What follows belongs to an exercise in optimizing a design on an open flow for small area and a short achievable clock period; a production flow would make more cautious choices. At most, simulation tests tie the RTL to the original design; equivalence was not proved. The RTL of run 4 was laid out without a check of its function. Power is estimated from default activity; no workload was simulated.

### design/flow/design.v
module ifetcher_top #(parameter PCW=32, parameter IW=32, parameter CW=8) (
	iClk,
	iResetn,
	fromCache_resp,
	fromCache_instr,
	toCache_req,
	toCache_pc,
	iJumpVld,
	iJumpPC,
	fromDec_RE,
	toDec_RD,
	toDec_empty,
	oTimeoutFatal
);
	input iClk,iResetn;
	input fromCache_resp;
	input iJumpVld;
	input [PCW-1:0] iJumpPC;
	input [IW*4-1:0] fromCache_instr;
	input fromDec_RE;
	output toCache_req;
	output [PCW-1:0] toCache_pc;
	output oTimeoutFatal;
	output [IW*4-1:0] toDec_RD;
	output toDec_empty;
	localparam N = 7;
	localparam W = IW*4;
	reg [PCW-1:0] rPC;
	wire [PCW-1:0] pc = iJumpVld ? iJumpPC : rPC;
	assign toCache_pc = pc;
	wire [PCW-1:0] pcInc = {pc[PCW-1:2] + 1'b1, pc[1:0]};
	always @(posedge iClk or negedge iResetn) begin
		if (!iResetn)
			rPC <= {PCW{1'b0}};
		else if (fromCache_resp)
			rPC <= pcInc;
		else
			rPC <= pc;
	end
	reg rReq;
	reg rFullD;  
	reg [CW-1:0] rCnt;
	reg rFatal;
	reg rJumpPend;
	reg rFlush;
	reg [2:0] rCount;
	reg rFilled;  
	reg rEmptyD;  
	assign toCache_req = rReq;
	assign oTimeoutFatal = rFatal;
	assign toDec_empty = ~rFilled;
	wire cntZero = ~|rCnt;
	wire clear = rFlush | (rJumpPend & cntZero);
	wire [CW-1:0] cntNext = fromCache_resp ? {CW{1'b0}} :
	                        ~rFullD ? rCnt + 1'b1 : rCnt;
	wire [2:0] countNext = clear ? 3'd0 :
	                       rCount + {2'b0,fromCache_resp} - {2'b0,fromDec_RE};
	always @(posedge iClk or negedge iResetn) begin
		if (!iResetn) begin
			rReq <= 1'b0;
			rFullD <= 1'b1;
			rCnt <= {CW{1'b0}};
			rFatal <= 1'b0;
			rJumpPend <= 1'b0;
			rFlush <= 1'b0;
			rCount <= 3'd0;
			rFilled <= 1'b0;
			rEmptyD <= 1'b1;
		end else begin
			rReq <= (rCount < 3'd6);
			rFullD <= (rCount >= 3'd6);
			rCnt <= cntNext;
			rFatal <= &cntNext;
			if (iJumpVld)
				rJumpPend <= 1'b1;
			else if (rFlush)
				rJumpPend <= 1'b0;
			rFlush <= ~rFlush & rJumpPend & cntZero;
			rCount <= countNext;
			rFilled <= (countNext != 3'd0);
			rEmptyD <= (countNext == 3'd0);
		end
	end
	localparam NB = N-1;
	reg [NB-1:0] rWSel, rRdSel;
	reg rBEmpty;
	reg [W-1:0] rHead;
	reg [W-1:0] ring [0:NB-1];
	wire toHead = rEmptyD | (fromDec_RE & rBEmpty);
	wire ringWr = fromCache_resp & ~toHead;
	wire ringRd = fromDec_RE & ~rBEmpty;
	wire bEmptyNext = (countNext <= 3'd1);
	wire [NB-1:0] rdPtr = rBEmpty ? rWSel : rRdSel;
	wire [NB-1:0] rdPtrNext = clear ? {{NB-1{1'b0}},1'b1} :
	                          ringRd ? {rdPtr[NB-2:0],rdPtr[NB-1]} : rdPtr;
	always @(posedge iClk or negedge iResetn) begin
		if (!iResetn) begin
			rWSel <= {{NB-1{1'b0}},1'b1};
			rRdSel <= {NB{1'b0}};
			rBEmpty <= 1'b1;
		end else begin
			if (clear)
				rWSel <= {{NB-1{1'b0}},1'b1};
			else if (ringWr)
				rWSel <= {rWSel[NB-2:0],rWSel[NB-1]};
			rRdSel <= rdPtrNext & {NB{~bEmptyNext}};
			rBEmpty <= bEmptyNext;
		end
	end
	integer i;
	always @(posedge iClk) begin
		for (i = 0; i < NB; i = i + 1)
			if (fromCache_resp & rWSel[i])
				ring[i] <= fromCache_instr;
	end
	reg [W-1:0] headD;
	always @(*) begin
		headD = fromCache_instr & {W{rBEmpty}};
		for (i = 0; i < NB; i = i + 1)
			headD = headD | (ring[i] & {W{rRdSel[i]}});
	end
	always @(posedge iClk) begin
		if (fromDec_RE | rEmptyD)
			rHead <= headD;
	end
	assign toDec_RD = rHead;
endmodule
### design/flow/flow/run.sh
#!/bin/bash
# Standard synthesis, then a small netlist rewrite of the toCache_pc muxes
# (flow/eco_pc.tcl), then the standard layout with plain buf_1 port buffers
# and a clock tree of larger leaf clusters without dummy loads; pin
# placement constrained by flow/io.tcl.
set -euo pipefail
export BUFFER_PORTS_ARGS="-buffer_cell sky130_fd_sc_hd__buf_1"
export IO_CONSTRAINTS="$PWD/flow/io.tcl"
export CTS_ARGS="-sink_clustering_enable -repair_clock_nets -dont_use_dummy_load -buf_list sky130_fd_sc_hd__clkbuf_16 -sink_clustering_size 28 -sink_clustering_max_diameter 80"
bash standard.sh synth > flow_synth.log 2>&1
R=orfs/results/${FLOW_PLATFORM}/ifetcher_top/base
ECO_IN=$R/1_synth.odb ECO_OUT=$R/1_synth.odb openroad -no_init -exit flow/eco_pc.tcl > flow_eco.log 2>&1
bash standard.sh > flow_make.log 2>&1
### design/flow/flow/eco_pc.tcl
# Post-synthesis rewrite of the toCache_pc output muxes: each address bit
# gets its own NAND-NAND mux (iJumpVld ? iJumpPC[i] : rPC[i]) that drives
# only the port; logic the old mux output also fed keeps the old mux.
# Logic left without loads is then removed. No register is touched.
read_db $::env(ECO_IN)
set block [ord::get_db_block]
proc master {n} { return [[ord::get_db] findMaster sky130_fd_sc_hd__$n] }
proc bnet {name} {
  foreach bt [[ord::get_db_block] getBTerms] { if {[$bt getName] eq $name} { return [$bt getNet] } }
  error "no port $name"
}
set ffq [dict create]
foreach inst [$block getInsts] {
  if {[regexp {^rPC\\?\[([0-9]+)\\?\]} [$inst getName] -> i]} {
    dict set ffq $i [[$inst findITerm Q] getNet]
  }
}
if {[dict size $ffq] != 32} { error "found [dict size $ffq] rPC flops" }
set jv [bnet iJumpVld]
set inv [odb::dbInst_create $block [master inv_2] eco_jvb]
set jvb [odb::dbNet_create $block eco_jvb_n]
[$inv findITerm A] connect $jv
[$inv findITerm Y] connect $jvb
for {set i 0} {$i < 32} {incr i} {
  set onet [bnet "toCache_pc\[$i\]"]
  set old [odb::dbNet_create $block eco_pc_old_$i]
  foreach it [$onet getITerms] { $it disconnect; $it connect $old }
  set a [odb::dbNet_create $block eco_pc_a_$i]
  set b [odb::dbNet_create $block eco_pc_b_$i]
  set g1 [odb::dbInst_create $block [master nand2_1] eco_pc_g1_$i]
  set g2 [odb::dbInst_create $block [master nand2_1] eco_pc_g2_$i]
  set g3 [odb::dbInst_create $block [master nand2_1] eco_pc_g3_$i]
  [$g1 findITerm A] connect $jv
  [$g1 findITerm B] connect [bnet "iJumpPC\[$i\]"]
  [$g1 findITerm Y] connect $a
  [$g2 findITerm A] connect $jvb
  [$g2 findITerm B] connect [dict get $ffq $i]
  [$g2 findITerm Y] connect $b
  [$g3 findITerm A] connect $a
  [$g3 findITerm B] connect $b
  [$g3 findITerm Y] connect $onet
}
# remove logic whose outputs drive nothing
set removed 0
while 1 {
  set dead {}
  foreach inst [$block getInsts] {
    set outs 0; set used 0
    foreach it [$inst getITerms] {
      if {[$it getSigType] ne "SIGNAL"} continue
      if {![$it isOutputSignal]} continue
      incr outs
      set n [$it getNet]
      if {$n eq "NULL" || $n eq ""} continue
      if {[llength [$n getBTerms]] > 0 || [llength [$n getITerms]] > 1} { set used 1 }
    }
    if {$outs > 0 && !$used} { lappend dead $inst }
  }
  if {[llength $dead] == 0} break
  foreach inst $dead {
    set nets {}
    foreach it [$inst getITerms] { set n [$it getNet]; if {$n ne "NULL" && $n ne ""} { lappend nets $n } }
    odb::dbInst_destroy $inst
    incr removed
    foreach n $nets { if {[llength [$n getITerms]] == 0 && [llength [$n getBTerms]] == 0} { odb::dbNet_destroy $n } }
  }
}
puts "eco_pc: removed $removed dead instances"
write_db $::env(ECO_OUT)
### design/flow/flow/io.tcl
# Keep the jump address, the fetch address and iJumpVld together on one
# edge, bit by bit, with iJumpVld in the middle; the clock pin mid-edge.
set_io_pin_constraint -group -order -region bottom:* -pin_names [list {iJumpPC[0]} {toCache_pc[0]} {iJumpPC[1]} {toCache_pc[1]} {iJumpPC[2]} {toCache_pc[2]} {iJumpPC[3]} {toCache_pc[3]} {iJumpPC[4]} {toCache_pc[4]} {iJumpPC[5]} {toCache_pc[5]} {iJumpPC[6]} {toCache_pc[6]} {iJumpPC[7]} {toCache_pc[7]} {iJumpPC[8]} {toCache_pc[8]} {iJumpPC[9]} {toCache_pc[9]} {iJumpPC[10]} {toCache_pc[10]} {iJumpPC[11]} {toCache_pc[11]} {iJumpPC[12]} {toCache_pc[12]} {iJumpPC[13]} {toCache_pc[13]} {iJumpPC[14]} {toCache_pc[14]} {iJumpPC[15]} {toCache_pc[15]} {iJumpVld} {iJumpPC[16]} {toCache_pc[16]} {iJumpPC[17]} {toCache_pc[17]} {iJumpPC[18]} {toCache_pc[18]} {iJumpPC[19]} {toCache_pc[19]} {iJumpPC[20]} {toCache_pc[20]} {iJumpPC[21]} {toCache_pc[21]} {iJumpPC[22]} {toCache_pc[22]} {iJumpPC[23]} {toCache_pc[23]} {iJumpPC[24]} {toCache_pc[24]} {iJumpPC[25]} {toCache_pc[25]} {iJumpPC[26]} {toCache_pc[26]} {iJumpPC[27]} {toCache_pc[27]} {iJumpPC[28]} {toCache_pc[28]} {iJumpPC[29]} {toCache_pc[29]} {iJumpPC[30]} {toCache_pc[30]} {iJumpPC[31]} {toCache_pc[31]}]
set_io_pin_constraint -region top:100-137 -pin_names [list iClk]
### design/flow/standard.sh
#!/bin/bash
# synth_recipe.tcl (not shown) runs the flow's synth.tcl, then flattens the netlist and writes it again
# the make line also repeats each setting of config.mk as NAME=value (left out here)
make -C /OpenROAD-flow-scripts/flow DESIGN_CONFIG=/design/flow/config.mk WORK_HOME=/design/flow/orfs CLKGATE_MAP_FILE= SYNTH_SCRIPT=/design/flow/synth_recipe.tcl "${@:-finish}"
### design/flow/config.mk
export PLATFORM = sky130hd
export DESIGN_NAME = ifetcher_top
export DESIGN_NICKNAME = ifetcher_top
export VERILOG_FILES = /design/flow/design.v
export SDC_FILE = /design/flow/constraint.sdc
export NUM_CORES = 4
export LEC_CHECK = 0
export ABC_CLOCK_PERIOD_IN_PS = 2000
export CAP_MARGIN = 20
export CORE_MARGIN = 2
export CORE_UTILIZATION = 65
export PLACE_DENSITY = 0.7
export SETUP_SLACK_MARGIN = 2.0
export SLEW_MARGIN = 20
export TNS_END_PERCENT = 0
### design/flow/constraint.sdc
create_clock -name core_clock -period 4.0 [get_ports {iClk}]
set_input_delay 0.8000 -clock core_clock [delete_from_list [all_inputs] [get_ports {iClk}]]
set_output_delay 0.8000 -clock core_clock [all_outputs]
set_load 0.01 [all_outputs]
==> results of run 1 <==
==> per-layer routing <==
| metal | vias up | part of all wire, % |
|---|---|---|
| met4 | 10 | 2.9 |
| met5 | - | 0.083 |
| li1 | 8599 | - |
| met3 | 136 | 8.8 |
| met1 | 10100 | 38 |
| met2 | 1025 | 51 |
==> timing repair <==
item	in CTS	in global routing
setup endpoints to repair	246	174
buffers inserted	1	7
hold buffers	0	0
pin swaps	0	6
resized for setup	24	38
gates cloned	3	3
==> registers in the layout, summed over array words and instances, names as in the netlist <==
signal / cells
ring: 768
rHead: 128
rPC: 32
rCnt: 8
rRdSel: 6
rWSel: 6
rCount: 3
rBEmpty: 1
rEmptyD: 1
rFatal: 1
rFilled: 1
rFlush: 1
rFullD: 1
rJumpPend: 1
rReq: 1
==> per-stage QoR <==
stage          instances  setup WS (ns)  util [%]  area (sq um)
5_1_grt             2950           1.81      72.4         38800
3_3_place_gp        2891          0.822      69.7         37400
3_5_place_dp        2891          0.744      69.7         37400
4_1_cts             2936           1.83      72.0         38600
6_report            2952           1.87      72.4         38800
2_1_floorplan       1931           1.57         -         35200
==> final cells by class <==
| class | instances | area (sq um) | share of cell area [%] |
|---|---|---|---|
| diodes | 6 | 15.0 | 0.0387 |
| inverters | 15 | 82.6 | 0.213 |
| well taps | 696 | 871 | 2.24 |
| repair buffers | 387 | 2160 | 5.56 |
| flip-flops and latches | 959 | 28500 | 73.5 |
| multi-input cells | 847 | 6130 | 15.8 |
| repair inverters | 1 | 11.3 | 0.0290 |
| clock buffers | 41 | 1030 | 2.64 |
==> critical path, cell delays in order <==
cell and delay (ns):
clkbuf_16 0.15, inv_8 0.10, nand2_1 0.06, nand2_1 0.06
buf_1 0.14
==> path summary, 6_finish.rpt <==
check | from | endpoint | slack, ns
worst max-delay path | iJumpVld | toCache_pc[4] | 1.87
worst min-delay path | iResetn | rPC[0] | 0.33
worst max register to register | rRdSel[4] | rHead[84] | 1.94
worst min register to register | rCount[0] | rFullD | 0.42
max in group asynchronous | iResetn | rBEmpty | 2.71
min in group core_clock | rCount[0] | rFullD | 0.42
==> power breakdown <==
part	leakage [nW]	internal, mW	total, mW	switching, mW
Combinational	3.00	1.22	3.70	2.48
Sequential	9.10	12.5	13.1	0.653
Clock	0.505	1.85	4.59	2.75
Total	12.6	15.5	21.4	5.88
==> impl_metrics.json, run 1 <==
{
  "top_usage_layer": "met2",
  "powerDensity_nw_per_um2": 552,
  "cts-root-buf": "clkbuf_16",
  "r2r_cells": 3,
  "syn_area_per_cell_sq_um": 18.2,
  "ios": 328,
  "ant_nets": 0,
  "post-dp-hpwl_mm": 44.0,
  "place.gp.congestion": 0.928,
  "port_buffers": 327,
  "grt.met2_usage_pct": 48.3,
  "rows": 85,
  "routed_wl_mm": 80.9,
  "cp-end-kind": "output pin",
  "period_minus_slack_ns": 2.13,
  "criticalPathCategory": "primary input to output pin",
  "worst-path-max-fanout": 16,
  "outcome": "timing/DRC/antenna clean",
  "track_usage_pct": 28.7,
  "nets": 2424,
  "final-hold-violation-count": 0,
  "cts_buffers": 41,
  "syn_inst": 1931,
  "setup_viol": 0,
  "numClockSinks": 959,
  "finalPower_mw": 21.4,
  "final.period_utilization_pct": 53.3,
  "syn-cell-area_sq_um": 35100,
  "startpoint_type": "primary input",
  "antenna_found_initial": 10,
  "ir_drop_uv": 378,
  "die_area_sq_um": 55800,
  "hp-class": "primary input to async pin",
  "fmax_mhz": 469,
  "mostFrequentLayoutCells": "edfxtp_1, buf_1, a22oi_1",
  "arrival_ns": 1.33,
  "drcViolationCount": 0,
  "yosysWarnings": 2,
  "use_met1_pct": 39.0,
  "final_common_cell": "edfxtp_1",
  "core_sq_um": 53600,
  "clk_pin_slew_worst_paths_ns": 0.10,
  "vias_per_cell": 6.73,
  "p_leak_nw": 12.6,
  "die_y_um": 236,
  "tightest_slew_ns": 0.938,
  "drive_gt1_share_pct": 9.02,
  "worstPathRequired_ns": 3.20,
  "dr.pass1.iters": 9,
  "maxCapViolCount": 0,
  "relSlewSlack_pct": 37.5,
  "grt_pass1_wl_mm": 121,
  "die_w_um": 236,
  "grt_pass1_vias": 20000,
  "use_met3_pct": 4.17,
  "htreeDepth": 2,
  "synthesis.nets": 2103,
  "post_drt_wl_per_cell_um": 27.4,
  "syn_to_final_growth_pct": 10.7,
  "finalSetupTns_ns": 0,
  "whs_ns": 0.333,
  "drt_iter0_markers": 2746,
  "clk_path_buf_depth": 3,
  "finalMaxSlewViolations": 0,
  "cts_tree": "yes",
  "rsz0062_at_grt": "true",
  "fin_skew_ns": 0.0751,
  "start_util_pct": 65.4,
  "clk_latency_ns": 0.61,
  "route.vias.total": 19900,
  "grt_max_degree": 89,
  "nFillCells": 3334,
  "grt_overflow_total": 0
}
==> run 2: changes to the inputs <==
--- a/design/flow/config.mk
+++ b/design/flow/config.mk
@@ -10,4 +10,5 @@
 export CORE_MARGIN = 2
 export CORE_UTILIZATION = 65
+export GPL_ROUTABILITY_DRIVEN = 0
 export PLACE_DENSITY = 0.7
 export SETUP_SLACK_MARGIN = 2.0
==> impl_metrics.json, run 2 <==
{
  "core_sq_um": 53600,
  "track_usage_pct": 28.1,
  "htreeDepth": 2,
  "route.vias.total": 19700,
  "post-dp-hpwl_mm": 42.9,
  "setup_viol": 0,
  "grt_overflow_total": 0,
  "nFillCells": 3345,
  "grt_pass1_vias": 19500,
  "cts_buffers": 42,
  "clk_pin_slew_worst_paths_ns": 0.10,
  "p_leak_nw": 12.5,
  "final_common_cell": "edfxtp_1",
  "switching_power_mw": 5.85,
  "slowest_delay_ns": 0.16,
  "startpoint_type": "primary input",
  "final-hold-violation-count": 0,
  "grt_pass1_wl_mm": 119,
  "fin_area_sq_um": 38700,
  "ant_nets": 0,
  "crit_slowest_cell": "buf_1",
  "finalMaxSlewViolations": 0,
  "dpl_cell_area_sq_um": 37400,
  "antenna_found_initial": 12,
  "ios": 328,
  "outcome": "timing/DRC/antenna clean",
  "drt_iter0_markers": 2760,
  "period_minus_slack_ns": 2.15,
  "crit_family": "buffers and inverters",
  "fin_skew_ns": 0.0427,
  "clk_latency_ns": 0.59,
  "clkPwrFrac_pct": 21.7,
  "synthesis.nets": 2103,
  "dr.pass1.iters": 6,
  "maxCapViolCount": 0,
  "cpMostUsedCell": "nand2_1",
  "vias_per_cell": 6.69,
  "worstPathRequired_ns": 3.20,
  "port_buffers": 327,
  "ir_drop_uv": 401,
  "yosysWarnings": 2,
  "finalSetupTns_ns": 0,
  "p_sw_share_pct": 27.3,
  "routed_wl_mm": 80.2,
  "rows": 85,
  "clk_path_buf_depth": 3,
  "combPwrFrac_pct": 16.6,
  "seq_power_share_pct": 61.7,
  "criticalPathCategory": "primary input to output pin",
  "start_util_pct": 65.4,
  "cts-root-buf": "clkbuf_16",
  "drive_gt1_share_pct": 7.98,
  "syn_area_per_cell_sq_um": 18.2,
  "largest_register_ffs": 768,
  "reg.largest.list": "ring x768, rHead x128, rPC x32",
  "syn_inst": 1931,
  "top_register": "ring",
  "syn_to_final_growth_pct": 10.4,
  "hp-class": "primary input to async pin",
  "worst-path-max-fanout": 11,
  "cts_tree": "yes",
  "tightest_slew_ns": 0.958,
  "mostFrequentLayoutCells": "edfxtp_1, buf_1, a22oi_1",
  "powerDensity_nw_per_um2": 553,
  "numClockSinks": 959,
  "cp-end-kind": "output pin",
  "die_y_um": 236,
  "nets": 2418,
  "cp.buffers_inverters": 3,
  "fmax_mhz": 465,
  "drcViolationCount": 0,
  "die_w_um": 236,
  "path_cells": "buf_16, buf_12, nand2_1, nand2_1, buf_1",
  "post_drt_wl_per_cell_um": 27.2,
  "internal_power_mw": 15.6,
  "die_area_sq_um": 55800,
  "final_util_pct": 72.2,
  "rsz0062_at_grt": "true",
  "relSlewSlack_pct": 36.1,
  "grt_max_degree": 77,
  "syn-cell-area_sq_um": 35100,
  "arrival_ns": 1.35,
  "final.period_utilization_pct": 53.7
}
-- run 2: power by group through the flow --
stage | Sequential, mW | Combinational, mW | Clock, mW
6_report | 13.2 | 3.55 | 4.65
3_3_place_gp | 13.4 | 3.46 | 0
4_1_cts | 13.2 | 3.55 | 4.75
3_5_place_dp | 13.4 | 3.52 | 0
2_1_floorplan | 13.4 | 1.77 | 0
5_1_grt | 13.3 | 3.87 | 5.07
-- run 2: what timing repair did --
item / 4_1_cts / 5_1_grt
hold endpoints to repair: 0 / 0
hold buffers: 0 / 0
pin swaps: 0 / 2
endpoints found under the setup margin: 675 / 719
setup buffers: 1 / 6
resized for setup: 15 / 25
cloned: 1 / 6
-- run 2: final timing paths --
check	startpoint	endpoint	slack (ns)	cells after the start
min in group core_clock	rFlush	rFlush	0.43	1
setup reg to reg	rRdSel[4]	rHead[77]	1.93	3
max in group asynchronous	iResetn	rWSel[0]	2.70	2
hold / removal	iResetn	rPC[31]	0.31	1
hold reg to reg	rFlush	rFlush	0.43	1
setup / recovery	iJumpVld	toCache_pc[2]	1.85	5
-- run 2: worst reg2reg max path: stages, from the launching register on --
cell and delay [ns]:
dfrtp_4 0.79, buf_12 0.40, a222oi_1 0.42, nand3_1 0.20
-- run 2: area by class of cell --
type	count	area, sq um	area share (%)
Antenna cell	4	10.0	0.0259
Clock buffer	42	1050	2.72
Inverter	15	72.6	0.187
Multi-Input combinational cell	850	6140	15.9
Sequential cell	959	28500	73.7
Tap cell	696	871	2.25
Timing Repair Buffer	378	2040	5.27
-- run 2: metal layers --
metal | share of wire, % | wire length, um | track usage [%]
met3 | 8.5 | 6810 | 5.10
met5 | 0.13 | 101 | 0
met2 | 51 | 40500 | 47.5
met4 | 2.8 | 2260 | 8.21
met1 | 38 | 30500 | 38.0
-- run 2: stage by stage --
step	cells	hold WS, ns	setup WS, ns	power (mW)
5_1_grt	2944	0.344	1.81	22.2
3_3_place_gp	2884	0.414	0.942	16.9
2_1_floorplan	1931	0.402	1.57	15.2
4_1_cts	2928	0.299	1.79	21.5
3_5_place_dp	2884	0.418	0.829	16.9
6_report	2944	0.307	1.85	21.4
==> run 3: changes to the inputs <==
--- a/design/flow/flow/eco_pc.tcl
+++ b/design/flow/flow/eco_pc.tcl
@@ -1,5 +1,7 @@
 # Post-synthesis rewrite of the toCache_pc output muxes: each address bit
-# gets its own NAND-NAND mux (iJumpVld ? iJumpPC[i] : rPC[i]) that drives
-# only the port; logic the old mux output also fed keeps the old mux.
+# gets its own mux (iJumpVld ? iJumpPC[i] : rPC[i]) that drives only the
+# port: nand2(nand2(iJumpVld, iJumpPC[i]), nand2b(A_N=iJumpVld, B=rPC[i])),
+# so that iJumpVld needs no separate inverter; logic the old mux output also
+# fed keeps the old mux.
 # Logic left without loads is then removed. No register is touched.
 read_db $::env(ECO_IN)
@@ -18,8 +20,4 @@
 if {[dict size $ffq] != 32} { error "found [dict size $ffq] rPC flops" }
 set jv [bnet iJumpVld]
-set inv [odb::dbInst_create $block [master inv_2] eco_jvb]
-set jvb [odb::dbNet_create $block eco_jvb_n]
-[$inv findITerm A] connect $jv
-[$inv findITerm Y] connect $jvb
 for {set i 0} {$i < 32} {incr i} {
   set onet [bnet "toCache_pc\[$i\]"]
@@ -29,10 +27,10 @@
   set b [odb::dbNet_create $block eco_pc_b_$i]
   set g1 [odb::dbInst_create $block [master nand2_1] eco_pc_g1_$i]
-  set g2 [odb::dbInst_create $block [master nand2_1] eco_pc_g2_$i]
+  set g2 [odb::dbInst_create $block [master nand2b_1] eco_pc_g2_$i]
   set g3 [odb::dbInst_create $block [master nand2_1] eco_pc_g3_$i]
   [$g1 findITerm A] connect $jv
   [$g1 findITerm B] connect [bnet "iJumpPC\[$i\]"]
   [$g1 findITerm Y] connect $a
-  [$g2 findITerm A] connect $jvb
+  [$g2 findITerm A_N] connect $jv
   [$g2 findITerm B] connect [dict get $ffq $i]
   [$g2 findITerm Y] connect $b
--- a/design/flow/config.mk
+++ b/design/flow/config.mk
@@ -10,5 +10,4 @@
 export CORE_MARGIN = 2
 export CORE_UTILIZATION = 65
-export GPL_ROUTABILITY_DRIVEN = 0
 export PLACE_DENSITY = 0.7
 export SETUP_SLACK_MARGIN = 2.0
==> impl_metrics.json, run 3 <==
{
  "synthesis.nets": 2102,
  "r2r_slack_ns": 1.90,
  "cts-root-buf": "clkbuf_16",
  "rows": 85,
  "grt_pass1_vias": 19700,
  "startpoint_type": "primary input",
  "arrival_ns": 1.42,
  "route.vias.total": 19600,
  "die_y_um": 236,
  "port_buffers": 327,
  "ant_nets": 0,
  "syn_to_final_growth_pct": 10.5,
  "outcome": "timing/DRC/antenna clean",
  "top_register": "ring",
  "syn-cell-area_sq_um": 35100,
  "cp-end-kind": "output pin",
  "htreeDepth": 2,
  "syn_area_per_cell_sq_um": 18.2,
  "final_common_cell": "edfxtp_1",
  "finalMaxSlewViolations": 0,
  "tightest_slew_ns": 0.824,
  "post_drt_wl_per_cell_um": 27.4,
  "hp-class": "primary input to async pin",
  "die_w_um": 236,
  "fmax_mhz": 450,
  "clk_pin_slew_worst_paths_ns": 0.10,
  "finalSetupTns_ns": 0,
  "place.gp.congestion": 0.858,
  "r2r-start": "rRdSel[1]",
  "worstPathRequired_ns": 3.20,
  "finalPower_mw": 21.4,
  "fin_skew_ns": 0.0661,
  "rsz0062_at_grt": "true",
  "core_sq_um": 53600,
  "antenna_found_initial": 16,
  "whs_ns": 0.173,
  "nets": 2409,
  "drt_iter0_markers": 2698,
  "cts_tree": "yes",
  "final-hold-violation-count": 0,
  "dp.cells": 2879,
  "maxCapViolCount": 0,
  "ios": 328,
  "reg.largest.list": "ring x768, rHead x128, rPC x32",
  "vias_per_cell": 6.65,
  "fin_cells": 2944,
  "worst-path-max-fanout": 9,
  "post-dp-hpwl_mm": 41.9,
  "relSlewSlack_pct": 45.1,
  "routed_wl_mm": 80.7,
  "die_area_sq_um": 55900,
  "yosysWarnings": 2,
  "r2r_cells": 3,
  "grt_overflow_total": 0,
  "final.period_utilization_pct": 55.5,
  "drcViolationCount": 0,
  "drive_gt1_share_pct": 8.14,
  "ctsHoldBuffers": 0,
  "r2r_end": "rHead[25]",
  "criticalPathCategory": "primary input to output pin",
  "start_util_pct": 65.5,
  "mostFrequentLayoutCells": "edfxtp_1, buf_1, a22oi_1",
  "dr.pass1.iters": 7,
  "clk_path_buf_depth": 3,
  "largest_register_ffs": 768,
  "track_usage_pct": 28.0,
  "clk_latency_ns": 0.61,
  "setup_viol": 0,
  "syn_inst": 1930,
  "period_minus_slack_ns": 2.22,
  "ir_drop_uv": 439,
  "p_leak_nw": 12.6,
  "grt_pass1_wl_mm": 118,
  "powerDensity_nw_per_um2": 551,
  "cts_buffers": 41,
  "grt_max_degree": 85,
  "numClockSinks": 959
}
==> run 3: what timing repair did <==
item | in CTS | in global routing
setup buffers | 2 | 4
gates resized for setup | 37 | 8
cloned | 5 | 0
pin swaps | 9 | 9
setup endpoints to repair | 319 | 222
==> run 3: how the worst max path moves through the flow <==
stage,end,cells past startpoint,slack (ns),startpoint
6_report,toCache_pc[27],5,1.78,iJumpVld
3_3_place_gp,rPC[22],7,0.97,iJumpVld
5_1_grt,rFilled,10,1.76,fromDec_RE
4_1_cts,toCache_pc[27],5,1.79,iJumpVld
2_1_floorplan,rPC[22],10,1.57,iJumpVld
3_5_place_dp,rPC[22],7,0.85,iJumpVld
==> run 3: routing by layer <==
metal | up-vias | part of all wire, % | track usage (%)
met5 | - | 0.10 | 0
met1 | 10000 | 38 | 38.2
met2 | 872 | 51 | 47.0
li1 | 8573 | - | -
met3 | 121 | 8.3 | 4.80
met4 | 12 | 2.6 | 8.78
==> run 3: where the power goes <==
| part | switching, mW | internal (mW) | total, mW |
|---|---|---|---|
| Combinational | 2.44 | 1.22 | 3.66 |
| Clock | 2.74 | 1.85 | 4.59 |
| Sequential | 0.668 | 12.5 | 13.1 |
==> run 3: area by class of cell <==
type                    instances  area, sq um
clock buffers                  41         1030
multi-input cells             847         6270
flip-flops and latches        959        28500
repair buffers                374         2040
diodes                         13         32.5
fillers                      3348        14800
well taps                     696          871
inverters                      14         52.6
==> run 3: critical path, cell delays in order <==
cell,delay (ns)
clkbuf_16,0.15
buf_12,0.13
nand2b_1,0.13
nand2_1,0.07
buf_2,0.13
==> run 3: through the flow <==
stage / instance area (sq um) / worst slack, ns / util (%)
6_report: 38800 / 1.78 / 72.4
5_1_grt: 38800 / 1.76 / 72.4
4_1_cts: 38600 / 1.79 / 72.0
3_5_place_dp: 37300 / 0.852 / 69.7
3_3_place_gp: 37300 / 0.973 / 69.6
2_1_floorplan: 35200 / 1.57 / -
==> run 4: changes to the inputs <==
--- a/design/flow/design.v
+++ b/design/flow/design.v
@@ -46,5 +46,4 @@
 	reg [2:0] rCount;
 	reg rFilled;  
-	reg rEmptyD;  
 	assign toCache_req = rReq;
 	assign oTimeoutFatal = rFatal;
@@ -66,5 +65,4 @@
 			rCount <= 3'd0;
 			rFilled <= 1'b0;
-			rEmptyD <= 1'b1;
 		end else begin
 			rReq <= (rCount < 3'd6);
@@ -79,31 +77,30 @@
 			rCount <= countNext;
 			rFilled <= (countNext != 3'd0);
-			rEmptyD <= (countNext == 3'd0);
 		end
 	end
 	localparam NB = N-1;
-	reg [NB-1:0] rWSel, rRdSel;
+	reg [NB-1:0] rWSel, rRSel;
 	reg rBEmpty;
 	reg [W-1:0] rHead;
 	reg [W-1:0] ring [0:NB-1];
-	wire toHead = rEmptyD | (fromDec_RE & rBEmpty);
+	wire toHead = ~rFilled | (fromDec_RE & rBEmpty);
 	wire ringWr = fromCache_resp & ~toHead;
 	wire ringRd = fromDec_RE & ~rBEmpty;
-	wire bEmptyNext = (countNext <= 3'd1);
-	wire [NB-1:0] rdPtr = rBEmpty ? rWSel : rRdSel;
-	wire [NB-1:0] rdPtrNext = clear ? {{NB-1{1'b0}},1'b1} :
-	                          ringRd ? {rdPtr[NB-2:0],rdPtr[NB-1]} : rdPtr;
 	always @(posedge iClk or negedge iResetn) begin
 		if (!iResetn) begin
 			rWSel <= {{NB-1{1'b0}},1'b1};
-			rRdSel <= {NB{1'b0}};
+			rRSel <= {{NB-1{1'b0}},1'b1};
 			rBEmpty <= 1'b1;
 		end else begin
-			if (clear)
+			if (clear) begin
 				rWSel <= {{NB-1{1'b0}},1'b1};
-			else if (ringWr)
-				rWSel <= {rWSel[NB-2:0],rWSel[NB-1]};
-			rRdSel <= rdPtrNext & {NB{~bEmptyNext}};
-			rBEmpty <= bEmptyNext;
+				rRSel <= {{NB-1{1'b0}},1'b1};
+			end else begin
+				if (ringWr)
+					rWSel <= {rWSel[NB-2:0],rWSel[NB-1]};
+				if (ringRd)
+					rRSel <= {rRSel[NB-2:0],rRSel[NB-1]};
+			end
+			rBEmpty <= (countNext <= 3'd1);
 		end
 	end
@@ -114,12 +111,13 @@
 				ring[i] <= fromCache_instr;
 	end
+	wire [NB-1:0] rdSel = rRSel & {NB{~rBEmpty}};
 	reg [W-1:0] headD;
 	always @(*) begin
 		headD = fromCache_instr & {W{rBEmpty}};
 		for (i = 0; i < NB; i = i + 1)
-			headD = headD | (ring[i] & {W{rRdSel[i]}});
+			headD = headD | (ring[i] & {W{rdSel[i]}});
 	end
 	always @(posedge iClk) begin
-		if (fromDec_RE | rEmptyD)
+		if (fromDec_RE | ~rFilled)
 			rHead <= headD;
 	end
--- a/design/flow/flow/run.sh
+++ b/design/flow/flow/run.sh
@@ -7,5 +7,5 @@
 export BUFFER_PORTS_ARGS="-buffer_cell sky130_fd_sc_hd__buf_1"
 export IO_CONSTRAINTS="$PWD/flow/io.tcl"
-export CTS_ARGS="-sink_clustering_enable -repair_clock_nets -dont_use_dummy_load -buf_list sky130_fd_sc_hd__clkbuf_16 -sink_clustering_size 28 -sink_clustering_max_diameter 80"
+export CTS_ARGS="-sink_clustering_enable -repair_clock_nets -dont_use_dummy_load -buf_list sky130_fd_sc_hd__clkbuf_16 -sink_clustering_size 24 -sink_clustering_max_diameter 60"
 bash standard.sh synth > flow_synth.log 2>&1
 R=orfs/results/${FLOW_PLATFORM}/ifetcher_top/base
--- a/design/flow/flow/eco_pc.tcl
+++ b/design/flow/flow/eco_pc.tcl
@@ -1,7 +1,7 @@
 # Post-synthesis rewrite of the toCache_pc output muxes: each address bit
 # gets its own mux (iJumpVld ? iJumpPC[i] : rPC[i]) that drives only the
-# port: nand2(nand2(iJumpVld, iJumpPC[i]), nand2b(A_N=iJumpVld, B=rPC[i])),
-# so that iJumpVld needs no separate inverter; logic the old mux output also
-# fed keeps the old mux.
+# port, built as o21ai(iJumpVld, ~rPC[i], nand2(iJumpVld, iJumpPC[i])) so
+# that iJumpVld needs no inverter; logic the old mux output also fed keeps
+# the old mux.
 # Logic left without loads is then removed. No register is touched.
 read_db $::env(ECO_IN)
@@ -25,16 +25,16 @@
   foreach it [$onet getITerms] { $it disconnect; $it connect $old }
   set a [odb::dbNet_create $block eco_pc_a_$i]
-  set b [odb::dbNet_create $block eco_pc_b_$i]
+  set qn [odb::dbNet_create $block eco_pc_qn_$i]
+  set gi [odb::dbInst_create $block [master inv_1] eco_pc_inv_$i]
   set g1 [odb::dbInst_create $block [master nand2_1] eco_pc_g1_$i]
-  set g2 [odb::dbInst_create $block [master nand2b_1] eco_pc_g2_$i]
-  set g3 [odb::dbInst_create $block [master nand2_1] eco_pc_g3_$i]
+  set g3 [odb::dbInst_create $block [master o21ai_1] eco_pc_g3_$i]
+  [$gi findITerm A] connect [dict get $ffq $i]
+  [$gi findITerm Y] connect $qn
   [$g1 findITerm A] connect $jv
   [$g1 findITerm B] connect [bnet "iJumpPC\[$i\]"]
   [$g1 findITerm Y] connect $a
-  [$g2 findITerm A_N] connect $jv
-  [$g2 findITerm B] connect [dict get $ffq $i]
-  [$g2 findITerm Y] connect $b
-  [$g3 findITerm A] connect $a
-  [$g3 findITerm B] connect $b
+  [$g3 findITerm A1] connect $jv
+  [$g3 findITerm A2] connect $qn
+  [$g3 findITerm B1] connect $a
   [$g3 findITerm Y] connect $onet
 }
==> impl_metrics.json, run 4 <==
{
  "fin_skew_ns": 0.0516,
  "numClockSinks": 958,
  "switching_power_mw": 6.05,
  "die_y_um": 236,
  "die_area_sq_um": 55800,
  "crit_slowest_cell": "clkbuf_16",
  "core_sq_um": 53600,
  "grt_pass1_vias": 19900,
  "vias_per_cell": 6.68,
  "worstPathRequired_ns": 3.20,
  "powerDensity_nw_per_um2": 564,
  "yosysWarnings": 2,
  "final-hold-violation-count": 0,
  "routed_wl_mm": 80.2,
  "critPathCapture": "toCache_pc[28]",
  "post_drt_wl_per_cell_um": 27.1,
  "use_met1_pct": 39.8,
  "path_cells": "clkbuf_16, buf_16, o21ai_2, buf_2",
  "r2r_cells": 4,
  "startpoint": "iJumpVld",
  "worst-path-max-fanout": 7,
  "cp-end-kind": "output pin",
  "startpoint_type": "primary input",
  "finalSetupTns_ns": 0,
  "start_util_pct": 65.4,
  "criticalPathCategory": "primary input to output pin",
  "period_minus_slack_ns": 2.19,
  "r2r_slack_ns": 1.88,
  "combPwrFrac_pct": 18.2,
  "p_leak_nw": 12.8,
  "outcome": "timing/DRC/antenna clean",
  "crit_cells": 4,
  "cts_tree": "yes",
  "drcViolationCount": 0,
  "final_util_pct": 73.1,
  "syn-cell-area_sq_um": 35100,
  "largest_register_ffs": 768,
  "internal_power_mw": 16.1,
  "relSlewSlack_pct": 44.7,
  "drive_gt1_share_pct": 10.3,
  "seq_power_share_pct": 58.7,
  "grt.met2_usage_pct": 47.1,
  "final_common_cell": "edfxtp_1",
  "route.vias.total": 19800,
  "rows": 85,
  "syn_area_per_cell_sq_um": 18.2,
  "place.gp.congestion": 0.915,
  "post-dp-hpwl_mm": 42.2,
  "track_usage_pct": 28.6,
  "use_met3_pct": 5.73,
  "fin_area_sq_um": 39200,
  "clk_latency_ns": 0.63,
  "nets": 2431,
  "syn_inst": 1927,
  "reg.largest.list": "ring x768, rHead x128, rPC x32",
  "top_usage_layer": "met2",
  "mostFrequentLayoutCells": "edfxtp_1, buf_1, a22oi_1",
  "dpl_cell_area_sq_um": 37300,
  "synthesis.nets": 2099,
  "ir_drop_uv": 525,
  "grt_pass1_wl_mm": 121,
  "slowest_delay_ns": 0.16,
  "syn_to_final_growth_pct": 11.7,
  "final.period_utilization_pct": 54.8,
  "arrival_ns": 1.39,
  "fmax_mhz": 456,
  "cts_buffers": 51,
  "maxCapViolCount": 0,
  "port_buffers": 327,
  "ant_nets": 0,
  "dr.pass1.iters": 9,
  "r2r-start": "rBEmpty",
  "setup_viol": 0,
  "ios": 328,
  "grt_max_degree": 82,
  "cp.buffers_inverters": 3,
  "drt_iter0_markers": 2370,
  "clk_pin_slew_worst_paths_ns": 0.08,
  "die_w_um": 236,
  "finalPower_mw": 22.1,
  "cts-root-buf": "clkbuf_16",
  "rsz0062_at_grt": "true",
  "finalMaxSlewViolations": 0,
  "p_sw_share_pct": 27.4,
  "htreeDepth": 2,
  "top_register": "ring",
  "grt_overflow_total": 0,
  "crit_family": "buffers and inverters",
  "hp-class": "primary input to async pin",
  "clk_path_buf_depth": 3,
  "r2r_end": "rHead[116]",
  "clkPwrFrac_pct": 23.1,
  "tightest_slew_ns": 0.826,
  "antenna_found_initial": 12
}
[run 4: worst register-to-register path, cell delays in order, from the launching register on]
cell	delay (ns)
dfstp_4	0.55
nor2b_4	0.54
buf_4	0.60
a222oi_1	0.22
nand3_1	0.12
[run 4: what timing repair did]
item,4_1_cts,5_1_grt
cloned,9,1
endpoints found under the hold margin,0,0
hold buffers,0,0
setup endpoints to repair,630,224
pin swaps,1,13
setup buffers,14,2
resized for setup,63,16
[run 4: per-stage QoR]
stage	std cells	hold WS, ns	setup slack, ns
after global routing	2958	0.267	1.79
final	2959	0.243	1.81
after global placement	2876	0.493	1.03
after floorplan	1927	0.476	1.40
after CTS	2950	0.222	1.83
after detailed placement	2876	0.497	0.929
[run 4: power by group through the flow]
stage	logic, mW	registers, mW	clock network, mW
3_5_place_dp	3.76	13.3	0
6_report	4.03	13.0	5.10
2_1_floorplan	1.84	13.4	0
4_1_cts	4.03	13.0	5.18
5_1_grt	4.37	13.1	5.52
3_3_place_gp	3.70	13.2	0
[run 4: area by class of cell]
class                      count  area [sq um]
sequential                   958         28500
fill                        3376         14400
multi-input combinational    817          6180
timing repair buffer         389          2200
clock buffer                  51          1280
tap                          696           871
inverter                      42           158
antenna                        6          15.0
[run 4: worst min-delay path by stage]
| stage | to | slack (ns) | cells past startpoint | from |
|---|---|---|---|---|
| floorplan | rRSel[0] | 0.48 | 2 | rFlush |
| global placement | rPC[0] | 0.49 | 1 | rPC[0] |
| detailed placement | rPC[0] | 0.50 | 1 | rPC[0] |
| CTS | rPC[8] | 0.22 | 1 | iResetn |
| global route | rPC[8] | 0.27 | 1 | iResetn |
| finish | rPC[8] | 0.24 | 1 | iResetn |
[run 4: metal layers]
metal	routed length [um]	part of all wire, %
met1	31600	39
met2	39500	49
met3	7190	9.0
met4	1820	2.3
met5	92	0.11
==> run 5: changes to the inputs <==
--- a/design/flow/design.v
+++ b/design/flow/design.v
@@ -39,5 +39,4 @@
 	end
 	reg rReq;
-	reg rFullD;  
 	reg [CW-1:0] rCnt;
 	reg rFatal;
@@ -52,5 +51,5 @@
 	wire clear = rFlush | (rJumpPend & cntZero);
 	wire [CW-1:0] cntNext = fromCache_resp ? {CW{1'b0}} :
-	                        ~rFullD ? rCnt + 1'b1 : rCnt;
+	                        rReq ? rCnt + 1'b1 : rCnt;
 	wire [2:0] countNext = clear ? 3'd0 :
 	                       rCount + {2'b0,fromCache_resp} - {2'b0,fromDec_RE};
@@ -58,5 +57,4 @@
 		if (!iResetn) begin
 			rReq <= 1'b0;
-			rFullD <= 1'b1;
 			rCnt <= {CW{1'b0}};
 			rFatal <= 1'b0;
@@ -67,5 +65,4 @@
 		end else begin
 			rReq <= (rCount < 3'd6);
-			rFullD <= (rCount >= 3'd6);
 			rCnt <= cntNext;
 			rFatal <= &cntNext;
==> impl_metrics.json, run 5 <==
{
  "rows": 85,
  "drt_iter0_markers": 2524,
  "cp.buffers_inverters": 3,
  "ios": 328,
  "place.gp.congestion": 0.910,
  "drive_gt1_share_pct": 8.78,
  "finalMaxSlewViolations": 0,
  "reg.largest.list": "ring x768, rHead x128, rPC x32",
  "r2r_cells": 4,
  "cp-end-kind": "output pin",
  "final_common_cell": "edfxtp_1",
  "htreeDepth": 2,
  "die_w_um": 236,
  "routed_wl_mm": 78.4,
  "grt_pass1_wl_mm": 118,
  "maxUsedRoutingLayer": "met5",
  "cts_tree": "yes",
  "yosysWarnings": 2,
  "dr_wl_met3_mm": 7.01,
  "final_util_pct": 72.7,
  "syn-cell-area_sq_um": 35000,
  "final.period_utilization_pct": 55.6,
  "relSlewSlack_pct": 25.8,
  "startpoint_type": "primary input",
  "top_register": "ring",
  "r2r-start": "rBEmpty",
  "rsz0062_at_grt": "true",
  "core_sq_um": 53500,
  "hp-class": "primary input to async pin",
  "drcViolationCount": 0,
  "syn_to_final_growth_pct": 11.2,
  "track_usage_pct": 28.0,
  "clk_path_buf_depth": 3,
  "period_minus_slack_ns": 2.23,
  "clk_latency_ns": 0.63,
  "wl_met1_mm": 30.7,
  "grt_pass1_vias": 19600,
  "powerDensity_nw_per_um2": 558,
  "port_buffers": 327,
  "final-hold-violation-count": 0,
  "post_drt_wl_per_cell_um": 26.6,
  "start_util_pct": 65.4,
  "route.vias.total": 19600,
  "r2r_end": "rHead[117]",
  "cts_buffers": 50,
  "arrival_ns": 1.43,
  "worst-path-max-fanout": 12,
  "wl_met2_mm": 38.6,
  "post-dp-hpwl_mm": 41.1,
  "fin_skew_ns": 0.0617,
  "outcome": "timing/DRC/antenna clean",
  "cts-root-buf": "clkbuf_16",
  "p_leak_nw": 12.7,
  "grt_max_degree": 129,
  "syn_inst": 1926,
  "setup_viol": 0,
  "die_y_um": 236,
  "syn_area_per_cell_sq_um": 18.2,
  "crit_family": "buffers and inverters",
  "fmax_mhz": 449,
  "ir_drop_uv": 404,
  "crit_slowest_cell": "clkbuf_16",
  "mostFrequentLayoutCells": "edfxtp_1, buf_1, a22oi_1",
  "worstPathRequired_ns": 3.20,
  "r2r_slack_ns": 1.84,
  "criticalPathCategory": "primary input to output pin",
  "dr.pass1.iters": 7,
  "startpoint": "iJumpVld",
  "grt_overflow_total": 0,
  "numClockSinks": 957,
  "clk_pin_slew_worst_paths_ns": 0.09,
  "vias_per_cell": 6.64,
  "nets": 2418,
  "largest_register_ffs": 768,
  "ant_nets": 0,
  "finalSetupTns_ns": 0,
  "tightest_slew_ns": 1.11,
  "path_cells": "clkbuf_16, buf_16, o21ai_1, buf_2",
  "antenna_found_initial": 17,
  "slowest_delay_ns": 0.16,
  "maxCapViolCount": 0,
  "die_area_sq_um": 55700,
  "synthesis.nets": 2098,
  "nFillCells": 3297
}
==> run 5: area by class of cell <==
| type | count | area [sq um] | share of cell area, % |
|---|---|---|---|
| tap | 696 | 871 | 2.24 |
| antenna | 8 | 20.0 | 0.0515 |
| multi-input combinational | 811 | 6030 | 15.5 |
| inverter | 48 | 180 | 0.463 |
| clock buffer | 50 | 1250 | 3.22 |
| sequential | 957 | 28400 | 73.1 |
| timing repair buffer | 378 | 2120 | 5.44 |
==> run 5: stage by stage <==
step	setup slack [ns]	power, mW	area [sq um]	hold WS, ns	cells
2_1_floorplan	1.58	15.1	35000	0.476	1926
3_3_place_gp	0.914	16.7	37300	0.492	2876
3_5_place_dp	0.742	16.8	37300	0.499	2876
4_1_cts	1.81	21.8	38900	0.265	2940
5_1_grt	1.75	22.5	38900	0.318	2946
6_report	1.77	21.7	38900	0.273	2948
==> run 5: per-layer routing <==
metal | vias to the layer above | GRT usage [%]
met5 | - | 0
met4 | 20 | 9.03
met3 | 124 | 4.68
met2 | 904 | 46.3
met1 | 9974 | 38.8
li1 | 8564 | -
==> run 5: worst max path at each step <==
stage,endpoint,slack (ns),depth (start not counted)
6_report,toCache_pc[2],1.77,4
2_1_floorplan,ring[1][0],1.58,3
4_1_cts,toCache_pc[1],1.81,4
3_5_place_dp,rPC[31],0.74,7
3_3_place_gp,rPC[31],0.91,7
5_1_grt,toCache_pc[22],1.75,4
==> run 5: what timing repair did <==
item | 4_1_cts | 5_1_grt
hold buffers | 0 | 0
setup endpoints to repair | 523 | 719
resized for setup | 52 | 4
setup buffers | 5 | 0
pin swaps | 1 | 0
gates cloned | 9 | 0
==> run 5: power breakdown <==
| part | switching [mW] | internal (mW) |
|---|---|---|
| Combinational | 2.56 | 1.15 |
| Clock | 2.82 | 2.22 |
| Sequential | 0.504 | 12.4 |
| Total | 5.89 | 15.8 |
==> run 5: worst reg2reg max path: cells and delay by family, from the launching register on <==
kind | cells | cell delay (ns)
AOI/OAI and AO/OA | 1 | 0.50
buffers and inverters | 1 | 0.36
DFF | 1 | 0.78
and+or+nand+nor | 2 | 0.29
==> run 6: changes to the inputs <==
--- a/design/flow/design.v
+++ b/design/flow/design.v
@@ -39,4 +39,5 @@
 	end
 	reg rReq;
+	reg rFullD;  
 	reg [CW-1:0] rCnt;
 	reg rFatal;
@@ -45,4 +46,5 @@
 	reg [2:0] rCount;
 	reg rFilled;  
+	reg rEmptyD;  
 	assign toCache_req = rReq;
 	assign oTimeoutFatal = rFatal;
@@ -51,5 +53,5 @@
 	wire clear = rFlush | (rJumpPend & cntZero);
 	wire [CW-1:0] cntNext = fromCache_resp ? {CW{1'b0}} :
-	                        rReq ? rCnt + 1'b1 : rCnt;
+	                        ~rFullD ? rCnt + 1'b1 : rCnt;
 	wire [2:0] countNext = clear ? 3'd0 :
 	                       rCount + {2'b0,fromCache_resp} - {2'b0,fromDec_RE};
@@ -57,4 +59,5 @@
 		if (!iResetn) begin
 			rReq <= 1'b0;
+			rFullD <= 1'b1;
 			rCnt <= {CW{1'b0}};
 			rFatal <= 1'b0;
@@ -63,6 +66,8 @@
 			rCount <= 3'd0;
 			rFilled <= 1'b0;
+			rEmptyD <= 1'b1;
 		end else begin
 			rReq <= (rCount < 3'd6);
+			rFullD <= (rCount >= 3'd6);
 			rCnt <= cntNext;
 			rFatal <= &cntNext;
@@ -74,30 +79,31 @@
 			rCount <= countNext;
 			rFilled <= (countNext != 3'd0);
+			rEmptyD <= (countNext == 3'd0);
 		end
 	end
 	localparam NB = N-1;
-	reg [NB-1:0] rWSel, rRSel;
+	reg [NB-1:0] rWSel, rRdSel;
 	reg rBEmpty;
 	reg [W-1:0] rHead;
 	reg [W-1:0] ring [0:NB-1];
-	wire toHead = ~rFilled | (fromDec_RE & rBEmpty);
+	wire toHead = rEmptyD | (fromDec_RE & rBEmpty);
 	wire ringWr = fromCache_resp & ~toHead;
 	wire ringRd = fromDec_RE & ~rBEmpty;
+	wire bEmptyNext = (countNext <= 3'd1);
+	wire [NB-1:0] rdPtr = rBEmpty ? rWSel : rRdSel;
+	wire [NB-1:0] rdPtrNext = clear ? {{NB-1{1'b0}},1'b1} :
+	                          ringRd ? {rdPtr[NB-2:0],rdPtr[NB-1]} : rdPtr;
 	always @(posedge iClk or negedge iResetn) begin
 		if (!iResetn) begin
 			rWSel <= {{NB-1{1'b0}},1'b1};
-			rRSel <= {{NB-1{1'b0}},1'b1};
+			rRdSel <= {NB{1'b0}};
 			rBEmpty <= 1'b1;
 		end else begin
-			if (clear) begin
+			if (clear)
 				rWSel <= {{NB-1{1'b0}},1'b1};
-				rRSel <= {{NB-1{1'b0}},1'b1};
-			end else begin
-				if (ringWr)
-					rWSel <= {rWSel[NB-2:0],rWSel[NB-1]};
-				if (ringRd)
-					rRSel <= {rRSel[NB-2:0],rRSel[NB-1]};
-			end
-			rBEmpty <= (countNext <= 3'd1);
+			else if (ringWr)
+				rWSel <= {rWSel[NB-2:0],rWSel[NB-1]};
+			rRdSel <= rdPtrNext & {NB{~bEmptyNext}};
+			rBEmpty <= bEmptyNext;
 		end
 	end
@@ -108,13 +114,12 @@
 				ring[i] <= fromCache_instr;
 	end
-	wire [NB-1:0] rdSel = rRSel & {NB{~rBEmpty}};
 	reg [W-1:0] headD;
 	always @(*) begin
 		headD = fromCache_instr & {W{rBEmpty}};
 		for (i = 0; i < NB; i = i + 1)
-			headD = headD | (ring[i] & {W{rdSel[i]}});
+			headD = headD | (ring[i] & {W{rRdSel[i]}});
 	end
 	always @(posedge iClk) begin
-		if (fromDec_RE | ~rFilled)
+		if (fromDec_RE | rEmptyD)
 			rHead <= headD;
 	end
==> design/flow/flow/run.sh (replaced) <==
#!/bin/bash
# Standard synthesis, then a small netlist rewrite of the toCache_pc muxes
# (flow/eco_pc.tcl), then the standard layout with plain buf_1 port buffers
# and a clock tree of larger leaf clusters without dummy loads; pin
# placement constrained by flow/io.tcl; after global placement the output
# port buffers are upsized (flow/upsize_out.tcl).
set -euo pipefail
export BUFFER_PORTS_ARGS="-buffer_cell sky130_fd_sc_hd__buf_1"
export IO_CONSTRAINTS="$PWD/flow/io.tcl"
export CTS_ARGS="-sink_clustering_enable -repair_clock_nets -dont_use_dummy_load -buf_list sky130_fd_sc_hd__clkbuf_16 -sink_clustering_size 28 -sink_clustering_max_diameter 80"
bash standard.sh synth > flow_synth.log 2>&1
R=orfs/results/${FLOW_PLATFORM}/ifetcher_top/base
ECO_IN=$R/1_synth.odb ECO_OUT=$R/1_synth.odb openroad -no_init -exit flow/eco_pc.tcl > flow_eco.log 2>&1
bash standard.sh "$PWD/$R/3_3_place_gp.odb" > flow_place.log 2>&1
ECO_IN=$R/3_3_place_gp.odb ECO_OUT=$R/3_3_place_gp.odb openroad -no_init -exit flow/upsize_out.tcl > flow_upsize.log 2>&1
bash standard.sh > flow_make.log 2>&1
--- a/design/flow/flow/eco_pc.tcl
+++ b/design/flow/flow/eco_pc.tcl
@@ -1,7 +1,5 @@
 # Post-synthesis rewrite of the toCache_pc output muxes: each address bit
-# gets its own mux (iJumpVld ? iJumpPC[i] : rPC[i]) that drives only the
-# port, built as o21ai(iJumpVld, ~rPC[i], nand2(iJumpVld, iJumpPC[i])) so
-# that iJumpVld needs no inverter; logic the old mux output also fed keeps
-# the old mux.
+# gets its own NAND-NAND mux (iJumpVld ? iJumpPC[i] : rPC[i]) that drives
+# only the port; logic the old mux output also fed keeps the old mux.
 # Logic left without loads is then removed. No register is touched.
 read_db $::env(ECO_IN)
@@ -20,4 +18,8 @@
 if {[dict size $ffq] != 32} { error "found [dict size $ffq] rPC flops" }
 set jv [bnet iJumpVld]
+set inv [odb::dbInst_create $block [master inv_2] eco_jvb]
+set jvb [odb::dbNet_create $block eco_jvb_n]
+[$inv findITerm A] connect $jv
+[$inv findITerm Y] connect $jvb
 for {set i 0} {$i < 32} {incr i} {
   set onet [bnet "toCache_pc\[$i\]"]
@@ -25,16 +27,16 @@
   foreach it [$onet getITerms] { $it disconnect; $it connect $old }
   set a [odb::dbNet_create $block eco_pc_a_$i]
-  set qn [odb::dbNet_create $block eco_pc_qn_$i]
-  set gi [odb::dbInst_create $block [master inv_1] eco_pc_inv_$i]
+  set b [odb::dbNet_create $block eco_pc_b_$i]
   set g1 [odb::dbInst_create $block [master nand2_1] eco_pc_g1_$i]
-  set g3 [odb::dbInst_create $block [master o21ai_1] eco_pc_g3_$i]
-  [$gi findITerm A] connect [dict get $ffq $i]
-  [$gi findITerm Y] connect $qn
+  set g2 [odb::dbInst_create $block [master nand2_1] eco_pc_g2_$i]
+  set g3 [odb::dbInst_create $block [master nand2_1] eco_pc_g3_$i]
   [$g1 findITerm A] connect $jv
   [$g1 findITerm B] connect [bnet "iJumpPC\[$i\]"]
   [$g1 findITerm Y] connect $a
-  [$g3 findITerm A1] connect $jv
-  [$g3 findITerm A2] connect $qn
-  [$g3 findITerm B1] connect $a
+  [$g2 findITerm A] connect $jvb
+  [$g2 findITerm B] connect [dict get $ffq $i]
+  [$g2 findITerm Y] connect $b
+  [$g3 findITerm A] connect $a
+  [$g3 findITerm B] connect $b
   [$g3 findITerm Y] connect $onet
 }
==> design/flow/flow/upsize_out.tcl (new file) <==
# After global placement: give each output port's buffer more drive
# (buf_4 for toCache_pc, buf_2 for the other outputs); the standard flow's
# detailed placement legalizes them afterwards.
read_db $::env(ECO_IN)
set block [ord::get_db_block]
set db [ord::get_db]
set n 0
foreach bt [$block getBTerms] {
  if {[$bt getIoType] ne "OUTPUT"} continue
  set name [$bt getName]
  set want [expr {[string match toCache_pc* $name] ? "sky130_fd_sc_hd__buf_4" : "sky130_fd_sc_hd__buf_2"}]
  foreach it [[$bt getNet] getITerms] {
    if {![$it isOutputSignal]} continue
    set inst [$it getInst]
    set m [[$inst getMaster] getName]
    if {$m eq "sky130_fd_sc_hd__buf_1"} { $inst swapMaster [$db findMaster $want]; incr n }
  }
}
puts "upsize_out: resized $n output buffers"
write_db $::env(ECO_OUT)
==> impl_metrics.json, run 6 <==
{
  "place.gp.congestion": 0.928,
  "grt_pass1_vias": 20100,
  "nFillCells": 3301,
  "drive_gt1_share_pct": 15.5,
  "clkPwrFrac_pct": 21.3,
  "dpl_cell_area_sq_um": 37700,
  "p_sw_share_pct": 27.1,
  "clk_path_buf_depth": 3,
  "ir_drop_uv": 409,
  "grt_pass1_wl_mm": 121,
  "port_buffers": 327,
  "yosysWarnings": 2,
  "p_leak_nw": 13.1,
  "syn_to_final_growth_pct": 11.9,
  "finalMaxSlewViolations": 0,
  "numClockSinks": 959,
  "nets": 2437,
  "dr.pass1.iters": 7,
  "finalSetupTns_ns": 0,
  "die_area_sq_um": 55800,
  "rsz0062_at_grt": "true",
  "synthesis.nets": 2103,
  "outcome": "timing/DRC/antenna clean",
  "hp-class": "primary input to async pin",
  "rows": 85,
  "powerDensity_nw_per_um2": 551,
  "cts_buffers": 41,
  "post_drt_wl_per_cell_um": 27.3,
  "vias_per_cell": 6.70,
  "cts-root-buf": "clkbuf_16",
  "clk_latency_ns": 0.61,
  "antenna_found_initial": 10,
  "syn_area_per_cell_sq_um": 18.2,
  "worst-path-max-fanout": 2,
  "routed_wl_mm": 81.1,
  "ios": 328,
  "relSlewSlack_pct": 39.3,
  "period_minus_slack_ns": 2.13,
  "cp-end-kind": "output pin",
  "fmax_mhz": 470,
  "maxCapViolCount": 0,
  "top_register": "ring",
  "final.period_utilization_pct": 53.2,
  "ant_nets": 0,
  "route.vias.total": 19900,
  "post-dp-hpwl_mm": 44.2,
  "final_common_cell": "edfxtp_1",
  "fin_skew_ns": 0.0662,
  "combPwrFrac_pct": 18.1,
  "mostFrequentLayoutCells": "edfxtp_1, a22oi_1, buf_1",
  "ctsHoldBuffers": 0,
  "worstPathRequired_ns": 3.20,
  "criticalPathCategory": "flop to output pin",
  "reg.largest.list": "ring x768, rHead x128, rPC x32",
  "grt_max_degree": 89,
  "syn_inst": 1931,
  "setup_viol": 0,
  "die_w_um": 236,
  "fin_area_sq_um": 39200,
  "htreeDepth": 2,
  "finalPower_mw": 21.6,
  "start_util_pct": 65.4,
  "clk_pin_slew_worst_paths_ns": 0.10,
  "switching_power_mw": 5.85,
  "largest_register_ffs": 768,
  "final-hold-violation-count": 0,
  "track_usage_pct": 28.6,
  "seq_power_share_pct": 60.6,
  "grt_overflow_total": 0,
  "arrival_ns": 1.33,
  "drt_iter0_markers": 2520,
  "core_sq_um": 53600,
  "internal_power_mw": 15.8,
  "whs_ns": 0.330,
  "tightest_slew_ns": 0.910,
  "die_y_um": 236,
  "startpoint_type": "flop",
  "syn-cell-area_sq_um": 35100,
  "drcViolationCount": 0,
  "cts_tree": "yes"
}
## run 6: path summary, 6_finish.rpt
path,startpoint,end,slack [ns],depth (start not counted)
worst max-delay path,rPC[18],toCache_pc[18],1.87,3
worst max register to register,rRdSel[2],rHead[66],2.00,3
worst min register to register,rFlush,rFlush,0.44,1
worst min-delay path,iResetn,rPC[1],0.33,1
min in group core_clock,rFlush,rFlush,0.44,1
max in group asynchronous,iResetn,rBEmpty,2.72,2
## run 6: repair_timing
action / in CTS / in global routing
gates cloned: 7 / 0
buffers inserted: 15 / 5
setup endpoints to repair: 232 / 164
pin swaps: 3 / 8
resized for setup: 33 / 11
## run 6: per-stage QoR
step	setup slack [ns]	util, %	instances
floorplan	1.57	-	1931
global placement	0.822	69.7	2891
detailed placement	0.764	70.3	2891
CTS	1.90	73.0	2954
global route	1.80	73.1	2964
finish	1.87	73.2	2967
## run 6: layer usage
metal / share of wire (%) / global-route usage [%] / up-vias
li1: - / - / 8625
met1: 38 / 38.0 / 10100
met2: 51 / 48.7 / 982
met3: 8.6 / 5.32 / 147
met4: 3.2 / 9.44 / 8
met5: 0.057 / 0 / -
## run 6: critical path, stage by stage, from the launching register on
cell and delay [ns]:
dfrtp_1 0.44, nand2_1 0.10, nand2_1 0.08, buf_4 0.14
## run 6: final cells by class
type / instances / area, sq um / area share, %
Antenna cell: 8 / 20.0 / 0.0511
Tap cell: 696 / 871 / 2.22
Multi-Input combinational cell: 847 / 6130 / 15.6
Inverter: 15 / 72.6 / 0.185
Timing Repair Buffer: 400 / 2560 / 6.53
Timing Repair inverter: 1 / 11.3 / 0.0287
Clock buffer: 41 / 1030 / 2.62
Sequential cell: 959 / 28500 / 72.7
## run 6: power groups by stage
| stage | Clock (mW) | Combinational [mW] | Sequential (mW) |
|---|---|---|---|
| 2_1_floorplan | 0 | 1.77 | 13.4 |
| 3_3_place_gp | 0 | 3.55 | 13.3 |
| 3_5_place_dp | 0 | 3.82 | 13.3 |
| 4_1_cts | 4.66 | 3.89 | 13.1 |
| 5_1_grt | 4.97 | 4.23 | 13.2 |
| 6_report | 4.60 | 3.92 | 13.1 |

[what the ideal ports hide]
How much do the figures lean on ideal ports? The routed layouts below were timed once more, with nothing changed but the port constraints.
Step 1 (the two cells are an assumption about what drives the block):
set clk [get_ports {iClk}]
set_driving_cell -lib_cell sky130_fd_sc_hd__clkbuf_16 $clk
set_driving_cell -lib_cell sky130_fd_sc_hd__buf_2 [delete_from_list [all_inputs] $clk]
Step 2 adds t to the input delays and takes it off the output delays; t is the mean of the earliest and latest rising clock arrival at the registers after step 1. Input paths then give back, and output paths get back, about the clock's delay inside the block.
Slacks: no drivers / after step 1 / after step 2; pairs: no drivers / after step 1.
run | t, ns | setup WS [ns] | worst setup path at the end | worst register clock-pin slew, ns
run 1 | 0.621 | 1.870 / 1.706 / 1.233 | input to register | 0.11 / 0.11
run 2 | 0.627 | 1.851 / 1.685 / 1.328 | input to register | 0.10 / 0.10
run 3 | 0.627 | 1.780 / 1.679 / 1.290 | input to register | 0.10 / 0.10
run 4 | 0.645 | 1.809 / 1.654 / 1.188 | input to register | 0.09 / 0.09
run 5 | 0.641 | 1.774 / 1.668 / 1.247 | input to register | 0.09 / 0.09
run 6 | 0.624 | 1.874 / 1.710 / 1.186 | input to register | 0.11 / 0.11
After both steps setup and hold are still met in every run listed. For run 6, which loses most, drivers alone change the setup slack by -0.164 ns; drivers and shift together by -0.688 ns.
